What follows belongs to an exercise in optimizing a design on an open flow for small area, a short achievable clock period and few clock cycles per item; a production flow would make more cautious choices.
In this exercise RTL edits were held to simulation tests only and were not proved equivalent to the original.
No activity file was given, so power comes from the tool's default toggle rates.

## rsdp_tag
module rsdp_tag (
   input          clk,
   input          rst,
   input          start,
   input          csel,
   input          ssel,
   input  [237:0] b,
   input  [237:0] a,
   input  [135:0] y,
   input  [135:0] x,
   input  [6:0]   e,
   output         ready,
   output         done,
   output [6:0]   u
);
==> flow/config.mk <==
export PLATFORM = sky130hd
export DESIGN_NAME = rsdp_tag
export DESIGN_NICKNAME = rsdp_tag
export VERILOG_FILES = /design/flow/design.v
export SDC_FILE = /design/flow/constraint.sdc
export NUM_CORES = 4
export LEC_CHECK = 0
export CAP_MARGIN = 20
export CORE_MARGIN = 2
export CORE_UTILIZATION = 35
export SETUP_SLACK_MARGIN = 5
export SLEW_MARGIN = 20
export SYNTH_HIERARCHICAL = 1
export SYNTH_MINIMUM_KEEP_SIZE = 0
==> flow/constraint.sdc <==
create_clock -name core_clock -period 8.0 [get_ports {clk}]
set_input_delay 1.6000 -clock core_clock [delete_from_list [all_inputs] [get_ports {clk}]]
set_output_delay 1.6000 -clock core_clock [all_outputs]
set_load 0.01 [all_outputs]
standard.sh (not shown) runs the stock make flow with config.mk's settings and CLKGATE_MAP_FILE= SYNTH_SCRIPT=/design/flow/synth_recipe.tcl, a recipe that flattens the netlist after the stock synthesis.
==> flow/flow/run.sh <==
#!/bin/bash
# Standard ORFS layout (the standard.sh, unchanged synthesis), except:
# - the port buffers that global placement inserts are buf_1 cells instead of
#   the default delay buffers (every input and output port still gets one);
# - clock tree synthesis uses clkbuf_8 leaf buffers, clusters of up to 20
#   sinks and no dummy loads, which makes a smaller clock tree.
set -euo pipefail
export BUFFER_PORTS_ARGS="-buffer_cell sky130_fd_sc_hd__buf_1"
export CTS_ARGS="-sink_clustering_enable -repair_clock_nets -dont_use_dummy_load -buf_list {sky130_fd_sc_hd__clkbuf_8 sky130_fd_sc_hd__clkbuf_16} -sink_clustering_size 20 -sink_clustering_max_diameter 60"
bash standard.sh > orfs_make.log 2>&1
Testbench counts at the start, summed over its fixed seeds: cycles 536, tags 512.
Next try:
==> flow/flow/run.sh (replaced) <==
#!/bin/bash
# Standard ORFS layout (the standard.sh, unchanged synthesis), except:
# - the port buffers that global placement inserts are buf_1 cells instead of
#   the default delay buffers (every input and output port still gets one);
# - clock tree synthesis uses clkbuf_8 leaf buffers, clusters of up to 16
#   sinks and no dummy loads, which makes a smaller clock tree.
set -euo pipefail
export SETUP_SLACK_MARGIN=5.4
export BUFFER_PORTS_ARGS="-buffer_cell sky130_fd_sc_hd__buf_1"
export CTS_ARGS="-sink_clustering_enable -repair_clock_nets -dont_use_dummy_load -buf_list {sky130_fd_sc_hd__clkbuf_8} -sink_clustering_size 16 -sink_clustering_max_diameter 100"
bash standard.sh > orfs_make.log 2>&1
SETUP_SLACK_MARGIN = not set   (was 5)
What happened: The changed run produced a clean layout; routed wire length came out higher by 11%; total power came out higher by 2.1%; maximum frequency hardly moves; clock skew came out higher by 25 ps; die area is unchanged; sequential share of layout area came out lower by 3.8 points; utilization came out higher by 11 points; worst setup slack got worse by 7.0 ps; synthesized area is unchanged; final area came out higher by 25%.
Next try:
==> flow/flow/run.sh (replaced) <==
#!/bin/bash
# Standard ORFS layout (the standard.sh, unchanged synthesis), except:
# - the port buffers that global placement inserts are buf_1 cells instead of
#   the default delay buffers (every input and output port still gets one);
# - clock tree synthesis uses clkbuf_8 leaf buffers, clusters of up to 24
#   sinks and no dummy loads, which makes a smaller clock tree.
set -euo pipefail
export BUFFER_PORTS_ARGS="-buffer_cell sky130_fd_sc_hd__buf_1"
export CTS_ARGS="-sink_clustering_enable -repair_clock_nets -dont_use_dummy_load -buf_list {sky130_fd_sc_hd__clkbuf_8} -sink_clustering_size 24 -sink_clustering_max_diameter 50"
bash standard.sh > orfs_make.log 2>&1
SETUP_SLACK_MARGIN = 5   (was not set)
The changed run completed with no timing, DRC or antenna violations.
Via count shrinks by 5.6%.
Routed wire length came out lower by 10%.
Worst setup slack gains 14 ps.
Critical path depth decreases by 4.
Utilization went down by 11 points.
Count of clock-buffer cells in the layout came out higher by 18.
Next try:
==> flow/flow/run.sh (replaced) <==
#!/bin/bash
# Standard ORFS layout (the standard.sh, unchanged synthesis), except:
# - the port buffers that global placement inserts are buf_1 cells instead of
#   the default delay buffers (every input and output port still gets one);
# - clock tree synthesis uses clkbuf_8 leaf buffers, clusters of up to 16
#   sinks and no dummy loads, which makes a smaller clock tree.
set -euo pipefail
export BUFFER_PORTS_ARGS="-buffer_cell sky130_fd_sc_hd__buf_1"
export CTS_ARGS="-sink_clustering_enable -repair_clock_nets -dont_use_dummy_load -buf_list {sky130_fd_sc_hd__clkbuf_8} -sink_clustering_size 16 -sink_clustering_max_diameter 100"
bash standard.sh > orfs_make.log 2>&1
CORE_AREA = 2 2 378 148   (was not set)
CORE_MARGIN = not set   (was 2)
CORE_UTILIZATION = not set   (was 35)
DIE_AREA = 0 0 380 150   (was not set)
Critical path depth is unchanged.
Via count shrinks by a few percent.
Die area shrinks by a quarter to a third.
Utilization grows by 13 points.
Final area shrinks by a few percent.


## nickel
rsdp_tag, a different RTL version from the one above (not shown whole).
Size: about 2100 cells after synthesis, ~300 flip-flops, roughly 0.021 mm2 of cells after synthesis.
Design rsdp_tag, start of the top module:
module rsdp_tag (
   input          clk,
   input          rst,
   input          start,
   input          csel,
   input          ssel,
   input  [237:0] b,
   input  [237:0] a,
   input  [135:0] y,
   input  [135:0] x,
   input  [6:0]   e,
   output         ready,
   output         done,
   output [6:0]   u
);
   reg [2:0] vld;
   assign ready = 1'b1;
   assign done  = vld[2];
   tag core (
      .clk(clk), .csel(csel), .ssel(ssel),
      .b(b), .a(a), .y(y), .x(x), .e(e), .u(u)
   );
   always @(posedge clk) begin
      if (rst)
         vld <= 3'd0;
      else
         vld <= {vld[1:0], start};
   end
endmodule
Settings: LEC_CHECK=0, CAP_MARGIN=20, CORE_AREA=2 2 358 148, DIE_AREA=0 0 360 150, SETUP_SLACK_MARGIN=5, SLEW_MARGIN=20, SYNTH_HIERARCHICAL=1, SYNTH_MINIMUM_KEEP_SIZE=0; clock period 8.0 ns.
==> flow/flow/run.sh <==
#!/bin/bash
# Standard ORFS layout (the standard.sh, unchanged synthesis), except:
# - the port buffers that global placement inserts are buf_1 cells instead of
#   the default delay buffers (every input and output port still gets one);
# - clock tree synthesis uses clkbuf_8 leaf buffers, clusters of up to 16
#   sinks and no dummy loads, which makes a smaller clock tree.
set -euo pipefail
export BUFFER_PORTS_ARGS="-buffer_cell sky130_fd_sc_hd__buf_1"
export CTS_ARGS="-sink_clustering_enable -repair_clock_nets -dont_use_dummy_load -buf_list {sky130_fd_sc_hd__clkbuf_8} -sink_clustering_size 16 -sink_clustering_max_diameter 100"
bash standard.sh > orfs_make.log 2>&1
Testbench counts of nickel, summed over its fixed seeds: cycles 536, tags 512.
Relative to nickel, the following input files were edited for fjord:
- an added CORE_MARGIN of 2
- a deleted CORE_AREA that had been 2 2 358 148
- an added CORE_UTILIZATION of 35
- a deleted DIE_AREA that had been 0 0 360 150
Results
In the metrics for fjord and nickel, the one carrying the lower quantity of gates resized following cts is nickel.
On total area of multi-input combinational cells, the lower figure sits with nickel, not fjord.
Routed wire length on met2 was higher in the run labelled fjord.
fjord against nickel: global-route met3 utilization has decreased, final cell utilization of the core has decreased, worst setup margin has increased, count of non-CTS buffers in the layout has increased.
From nickel to fjord the numbers moved as follows: detailed-placement wirelength estimate moved up, global-route wire length before repair moved up.
Between nickel and fjord, the flow reports final-stage net count increasing slightly.
Input-level comparison between willow and fjord:
- changing SETUP_SLACK_MARGIN from 5 to 4.85
- setting GPL_ROUTABILITY_DRIVEN to 0 for the first time
==> flow/flow/run.sh <==
#!/bin/bash
# Standard ORFS layout (the standard.sh, unchanged synthesis), except:
# - the port buffers that global placement inserts are buf_1 cells instead of
#   the default delay buffers (every input and output port still gets one);
# - clock tree synthesis uses clkbuf_8 leaf buffers, clusters of up to 24
#   sinks and no dummy loads, which makes a smaller clock tree.
set -euo pipefail
export BUFFER_PORTS_ARGS="-buffer_cell sky130_fd_sc_hd__buf_1"
export CTS_ARGS="-sink_clustering_enable -repair_clock_nets -dont_use_dummy_load -buf_list {sky130_fd_sc_hd__clkbuf_8} -sink_clustering_size 24 -sink_clustering_max_diameter 50"
bash standard.sh > orfs_make.log 2>&1
==> comparison <==
All of fjord and willow finish clean.
Re post-cts resize count: fjord was higher than willow.
willow — clock power share 1.3 points higher, fjord as reference
Compared with fjord, in willow first-iteration DRC count increased 3.1%, vias per cell shows a reduction of 0.028, global-route usage saw a decrease, worst slack at placement went up, share of the clock period used by the worst path shows an increase of 1.4 points.
Re count of clock-buffer cells in the layout: willow is about 40% up on fjord.
Summary of willow over fjord: mean area per synthesized cell flat; data arrival time of the critical path up 0.12 ns.
Changes in sierra relative to willow:
- removing GPL_ROUTABILITY_DRIVEN (formerly 0)
- setting PLACE_DENSITY to 0.75 for the first time
- changing SETUP_SLACK_MARGIN from 4.85 to 5
==> flow/flow/run.sh <==
#!/bin/bash
# Standard ORFS layout (the standard.sh, unchanged synthesis), except:
# - the port buffers that global placement inserts are buf_1 cells instead of
#   the default delay buffers (every input and output port still gets one);
# - clock tree synthesis uses clkbuf_8 leaf buffers, clusters of up to 16
#   sinks and no dummy loads, which makes a smaller clock tree.
set -euo pipefail
export BUFFER_PORTS_ARGS="-buffer_cell sky130_fd_sc_hd__buf_1"
export CTS_ARGS="-sink_clustering_enable -repair_clock_nets -dont_use_dummy_load -buf_list {sky130_fd_sc_hd__clkbuf_8} -sink_clustering_size 16 -sink_clustering_max_diameter 100"
bash standard.sh > orfs_make.log 2>&1
Findings:
- Between willow and sierra, transition at the pin with the smallest max-transition slack increased.
- Power dissipated by switching net loads for sierra: 0.00064 W up relative to willow
- Sequential share of cell area for sierra is lower than for willow.
- Critical path depth in cells: lower on willow
- Compared to willow, the routing of sierra uses more wire.
Changes in violet relative to sierra:
- GPL_ROUTABILITY_DRIVEN newly set to 0
- PLACE_DENSITY changed from 0.75 to 0.7
- SETUP_SLACK_MARGIN changed from 5 to 4.85
==> comparison <==
core.ur[6] as the capturing instance or port of the critical path was reported by sierra, and core.q1_0_20 by violet. Comparing sierra and violet, the lower final routed wirelength across all metal layers is on violet. On violet: clock share of power is 0.2 points higher than what sierra gave. violet ran to completion and came out clean on the timing, design-rule and antenna checks. For the final critical-path share of the clock period, violet came in 1.4 points higher than sierra did.

## static timing again, ports no longer ideal
The flow's constraints put no driver on any port. The routed layouts listed below were extracted and timed again, unchanged, in two steps.
Step 1, drivers: a clkbuf_16 drives clk and a buf_2 each remaining input, both assumed.
Step 2 also shifts input and output timing later by t, the mid clock arrival at the registers, as if the neighbouring blocks saw the same clock.
Three values: no drivers, after step 1, after step 2; two values: the first two.
run | shift t [ns] | slack for setup (ns) | worst setup path at the end | worst register clock-pin slew, ns
the first run of note 1 | 0.573 | 4.880 / 4.880 / 4.451 | input to register | 0.08 / 0.08
the second run of note 1 | 0.645 | 4.873 / 4.873 / 4.360 | input to register | 0.11 / 0.11
the third run of note 1 | 0.623 | 4.887 / 4.887 / 4.394 | input to register | 0.09 / 0.09
the fourth run of note 1 | 0.656 | 4.841 / 4.841 / 4.399 | input to register | 0.12 / 0.12
nickel | 0.619 | 4.747 / 4.747 / 4.377 | input to register | 0.12 / 0.12
fjord | 0.629 | 4.922 / 4.892 / 4.263 | input to register | 0.11 / 0.11
willow | 0.676 | 4.813 / 4.828 / 4.152 | input to register | 0.11 / 0.11
sierra | 0.647 | 4.855 / 4.822 / 4.175 | input to register | 0.11 / 0.11
violet | 0.635 | 4.742 / 4.773 / 4.139 | input to register | 0.11 / 0.11
After both steps every run listed still meets setup and hold. For sierra, which loses most, drivers alone change the setup slack by -0.033 ns; drivers and shift together by -0.680 ns.
